From an optimization exercise on the open Yosys and OpenROAD flow, aimed at small area; shortcuts taken in it are not production practice.
The RTL was checked by simulation tests, not by an equivalence proof against the original design.
Power and IR drop assume default switching activity.

==> flow/design.v, too long to show whole: its modules and the start of the top module <==
// module ym2149_vol_table: 10439 lines
// module ym2149: 276 lines
module ym2149
(
	input      [7:0] I_DA,
	output reg [7:0] O_DA,
	output           O_DA_OE_L,
	input            I_A9_L,
	input            I_A8,
	input            I_BDIR,
	input            I_BC2,
	input            I_BC1,
	input            I_SEL_L,
	output reg [9:0] O_AUDIO,
	input      [7:0] I_IOA,
	output     [7:0] O_IOA,
	output           O_IOA_OE_L,
	input      [7:0] I_IOB,
	output     [7:0] O_IOB,
	output           O_IOB_OE_L,
	input            ENA,      
	input            RESET_L,
	input            CLK
);
  // ...
==> flow/run.sh <==
#!/bin/bash
# synth_recipe.tcl (not shown) runs the flow's synth.tcl, then flattens the netlist and writes it again
# the make line also repeats each setting of config.mk as NAME=value (left out here)
make -C /OpenROAD-flow-scripts/flow DESIGN_CONFIG=/design/flow/config.mk WORK_HOME=/design/flow/orfs CLKGATE_MAP_FILE= SYNTH_SCRIPT=/design/flow/synth_recipe.tcl finish
==> flow/config.mk <==
export PLATFORM = sky130hd
export DESIGN_NAME = ym2149
export DESIGN_NICKNAME = ym2149
export VERILOG_FILES = /design/flow/design.v
export SDC_FILE = /design/flow/constraint.sdc
export NUM_CORES = 4
export LEC_CHECK = 0
export CAP_MARGIN = 20
export CORE_MARGIN = 2
export CORE_UTILIZATION = 50
export CTS_BUF_LIST = sky130_fd_sc_hd__clkbuf_4 sky130_fd_sc_hd__clkbuf_8
export PLACE_DENSITY = 0.6
export SLEW_MARGIN = 20
export SYNTH_MEMORY_MAX_BITS = 65536
==> flow/constraint.sdc <==
create_clock -name core_clock -period 20.0 [get_ports {CLK}]
set_input_delay 4.0000 -clock core_clock [delete_from_list [all_inputs] [get_ports {CLK}]]
set_output_delay 4.0000 -clock core_clock [all_outputs]
set_load 0.01 [all_outputs]
==> impl_metrics.toml, run 1 <==
[placed_design]
gp_congestion = 1.51
placed_area_um2 = 33600
hpwl_mm = 193
post-place-ws_ns = 8.90
portBuffers = 69
dp.cells = 5218

[synthesis]
yosys-top-cells-count = "nand2_1 (448), a21oi_1 (335), nor2_1 (332)"
yosysTopAreaCell = "edfxtp_1"
synth.top_cell.area_share_pct = 9.64
synth_edf_count = 100
synth_warnings = 5
ys_top_cells_by_area = "edfxtp_1 (9.6%), dfxtp_1 (9.5%), nand2_1 (5.4%)"
synth_top_family_by_area = "compound AO/OA/AOI/OAI gates"
avgSynthCellArea_um2 = 6.96
syn-num-nets = 4597
netlist_area_um2 = 31100
synth-xor-area-share_pct = 1.83
netlist_instances = 4476
synthFlopType = "dfxtp_1"
async_flop_share_pct = 0
synth_cell_types = 108
yosys-mux-area-fraction_pct = 1.64
synthSimpleGateAreaFrac_pct = 26.5
synth-compound-area-share_pct = 39.1
post-synth-top-count-cell = "nand2_1"
seq_area_frac_synth_pct = 19.2
ys_ff_latch = 248

[clocking]
root_buffer = "clkbuf_8"
cts_buffer_depth = 3
cts_resized = 0
cts.htree.levels = 2
postCtsSetupBuffers = 0
clkSinkCount = 248
numCtsBuffers = 44
ctsHoldBuffers = 0

[run_status]
status = "aborted with a tool error"
lastStage = "global routing"
error = "[ERROR GRT-0116] Global routing finished with congestion. Check the congestion regions in the DRC Viewer."

[floorplanning]
die_w_um = 254
pin_count = 70
num_rows = 91
start_util_pct = 50.6
die_h_um = 254

[grt]
grt_max_degree = 80
==> inputs of run 2 (changes only) <==
==> flow/flow/run.sh (new file) <==
#!/bin/bash
# Own layout flow: the standard layout (standard.sh) with one change. Its synthesis
# (synth_recipe.tcl, ORFS's synth.tcl) maps the logic with the area-oriented ABC script
# flow/abc.script instead of ORFS's speed script. Everything else, the registers included,
# is the standard synthesis and layout.
set -euo pipefail
W=$(pwd)
sed "s#log_cmd abc {\*}\$abc_args#log_cmd abc {*}[lreplace \$abc_args 1 1 $W/flow/abc.script]#" \
  "$FLOW_HOME/scripts/synth.tcl" > "$W/own_synth_body.tcl"
grep -q "flow/abc.script" "$W/own_synth_body.tcl"
sed "s#source \$::env(SCRIPTS_DIR)/synth.tcl#source $W/own_synth_body.tcl#" synth_recipe.tcl > "$W/own_synth.tcl"
grep -q "own_synth_body.tcl" "$W/own_synth.tcl"
bash standard.sh SYNTH_SCRIPT="$W/own_synth.tcl" finish > "$W/flow_make.log" 2>&1
==> flow/flow/abc.script (new file) <==
strash
&get -n
&dch -f
&nf -a -R 1000
&put
==> flow/standard.sh (new file) <==
#!/bin/bash
# synth_recipe.tcl (not shown) runs the flow's synth.tcl, then flattens the netlist and writes it again
# the make line also repeats each setting of config.mk as NAME=value (left out here)
make -C /OpenROAD-flow-scripts/flow DESIGN_CONFIG=/design/flow/config.mk WORK_HOME=/design/flow/orfs CLKGATE_MAP_FILE= SYNTH_SCRIPT=/design/flow/synth_recipe.tcl "${@:-finish}"
removed: flow/run.sh
==> impl_metrics.toml, run 2 <==
[placed_design]
portBuffers = 69
gp_congestion = 1.90
post-place-ws_ns = 9.31
hpwl_mm = 142
dp.cells = 4787

[synthesis]
syn-num-nets = 3871
seq_area_frac_synth_pct = 22.8
post-synth-top-count-cell = "nand2_1"
ys_top_cells_by_area = "edfxtp_1 (11%), dfxtp_1 (11%), nand2_1 (7.2%)"
synthFlopType = "dfxtp_1"
synth.top_cell.area_share_pct = 11.5
netlist_area_um2 = 26100
netlist_instances = 3750
yosysTopAreaCell = "edfxtp_1"
ys_ff_latch = 248
synth_warnings = 5
async_flop_share_pct = 0
synth_cell_types = 58
yosys-top-cells-count = "nand2_1 (504), nor2_1 (477), a21oi_1 (375)"
avgSynthCellArea_um2 = 6.97
synth_edf_count = 100

[clocking]
numCtsBuffers = 44
cts_buffer_depth = 3
postCtsSetupBuffers = 0
clkSinkCount = 248
root_buffer = "clkbuf_8"
cts_resized = 0
cts.htree.levels = 2
ctsHoldBuffers = 0

[run_status]
error = "[ERROR GRT-0116] Global routing finished with congestion. Check the congestion regions in the DRC Viewer."
status = "aborted with a tool error"
lastStage = "global routing"

[floorplanning]
die_h_um = 233
pin_count = 70
die_w_um = 233
num_rows = 83
start_util_pct = 50.7

[grt]
grt_max_degree = 98
[run 2: changes by cell type after synthesis, moves of 67 or more]
cell      change
and2_1       -74
inv_1        -76
clkinv_1     +88
clkbuf_1    -319
nand3_1      -67
buf_2       -110
nor2_1      +145
[run 2: worst max-delay path by stage]
stage	depth (start not counted)	slack [ns]	from	to
after CTS	7	9.29	I_A8	O_DA[5]
after detailed placement	7	9.31	I_A8	O_DA[5]
after floorplan	25	9.13	vol_table_in[3]$_SDFFE_PN0P_	u_vol_table.DATA[2]$_DFF_P_
after global placement	7	9.31	I_A8	O_DA[6]
[run 2: kinds of logic after synthesis]
group	count (synthesis)	synth area share (%)
XOR/XNOR	52	1.74
flip-flops	248	22.8
AND/OR/NAND/NOR	1605	27.9
multiplexers	33	1.27
adder cells (fa/ha/maj)	88	4.24
buffers and inverters	91	1.31
AO/OA/AOI/OAI	1633	40.6
[run 2: metrics by stage]
step	hold slack (ns)	instance area, um2	utilization, %
after detailed placement	0.421	29900	58.1
after floorplan	0.413	26100	-
after CTS	0.434	30900	59.9
after global placement	0.414	29900	58.1
[run 2: power by group through the flow]
stage / Combinational, W / Sequential (W) / Clock [W]
detailed placement: 0.000162 / 0.000562 / 0
global placement: 0.000161 / 0.000562 / 0
floorplan: 0.0000726 / 0.000558 / 0
CTS: 0.000162 / 0.000551 / 0.000524
==> inputs of run 3 (changes only) <==
--- a/flow/config.mk
+++ b/flow/config.mk
@@ -7,8 +7,8 @@
 export LEC_CHECK = 0
 export CAP_MARGIN = 20
 export CORE_MARGIN = 2
-export CORE_UTILIZATION = 50
+export CORE_UTILIZATION = 40
 export CTS_BUF_LIST = sky130_fd_sc_hd__clkbuf_4 sky130_fd_sc_hd__clkbuf_8
-export PLACE_DENSITY = 0.6
+export PLACE_DENSITY = 0.5
 export SLEW_MARGIN = 20
 export SYNTH_MEMORY_MAX_BITS = 65536
==> impl_metrics.toml, run 3 <==
[run_status]
lastStage = "global routing"
error = "[ERROR GRT-0116] Global routing finished with congestion. Check the congestion regions in the DRC Viewer."
status = "aborted with a tool error"

[clocking]
root_buffer = "clkbuf_8"
cts.htree.levels = 2
numCtsBuffers = 45
ctsHoldBuffers = 0
postCtsSetupBuffers = 0
cts_buffer_depth = 3
clkSinkCount = 248
cts_resized = 0

[synthesis]
synth_edf_count = 100
async_flop_share_pct = 0
syn-num-nets = 3871
ys_top_cells_by_area = "edfxtp_1 (11%), dfxtp_1 (11%), nand2_1 (7.2%)"
ys_ff_latch = 248
netlist_instances = 3750
synth_warnings = 5
synth.top_cell.area_share_pct = 11.5
netlist_area_um2 = 26100
synth_cell_types = 58
synthFlopType = "dfxtp_1"
seq_area_frac_synth_pct = 22.8
yosys-top-cells-count = "nand2_1 (504), nor2_1 (477), a21oi_1 (375)"
post-synth-top-count-cell = "nand2_1"
avgSynthCellArea_um2 = 6.97
yosysTopAreaCell = "edfxtp_1"

[floorplanning]
num_rows = 93
die_h_um = 260
die_w_um = 260
pin_count = 70
start_util_pct = 40.5

[placed_design]
dp.cells = 5014
portBuffers = 69
gp_congestion = 1.59
hpwl_mm = 177
post-place-ws_ns = 9.13
placed_area_um2 = 30600

[grt]
grt_max_degree = 98
## run 3: through the flow
step | total power (W) | hold slack, ns
2_1_floorplan | 0.000631 | 0.413
3_5_place_dp | 0.000734 | 0.427
3_3_place_gp | 0.000733 | 0.419
4_1_cts | 0.00126 | 0.444
## run 3: worst min-delay path by stage
| stage | endpoint | depth (start not counted) | slack, ns | startpoint |
|---|---|---|---|---|
| CTS | O_AUDIO[6]$_SDFF_PN0_ | 1 | 0.44 | u_vol_table.DATA[6]$_DFF_P_ |
| detailed placement | O_AUDIO[6]$_SDFF_PN0_ | 1 | 0.43 | u_vol_table.DATA[6]$_DFF_P_ |
| floorplan | O_AUDIO[0]$_SDFF_PN0_ | 1 | 0.41 | u_vol_table.DATA[0]$_DFF_P_ |
| global placement | O_AUDIO[9]$_SDFF_PN0_ | 1 | 0.42 | u_vol_table.DATA[9]$_DFF_P_ |
## run 3: cells by family after synthesis
group / Yosys count / synth area share [%]
xor gates and xnor gates: 52 / 1.74
DFF: 248 / 22.8
muxes: 33 / 1.27
adders and majority gates: 88 / 4.24
and+or+nand+nor: 1605 / 27.9
AOI/OAI and AO/OA: 1633 / 40.6
buffers and inverters: 91 / 1.31
## run 3: power by group through the flow
| stage | Combinational, W | Clock (W) | Sequential [W] |
|---|---|---|---|
| after floorplan | 0.0000726 | 0 | 0.000558 |
| after detailed placement | 0.000171 | 0 | 0.000563 |
| after CTS | 0.000172 | 0.000532 | 0.000552 |
| after global placement | 0.000171 | 0 | 0.000562 |
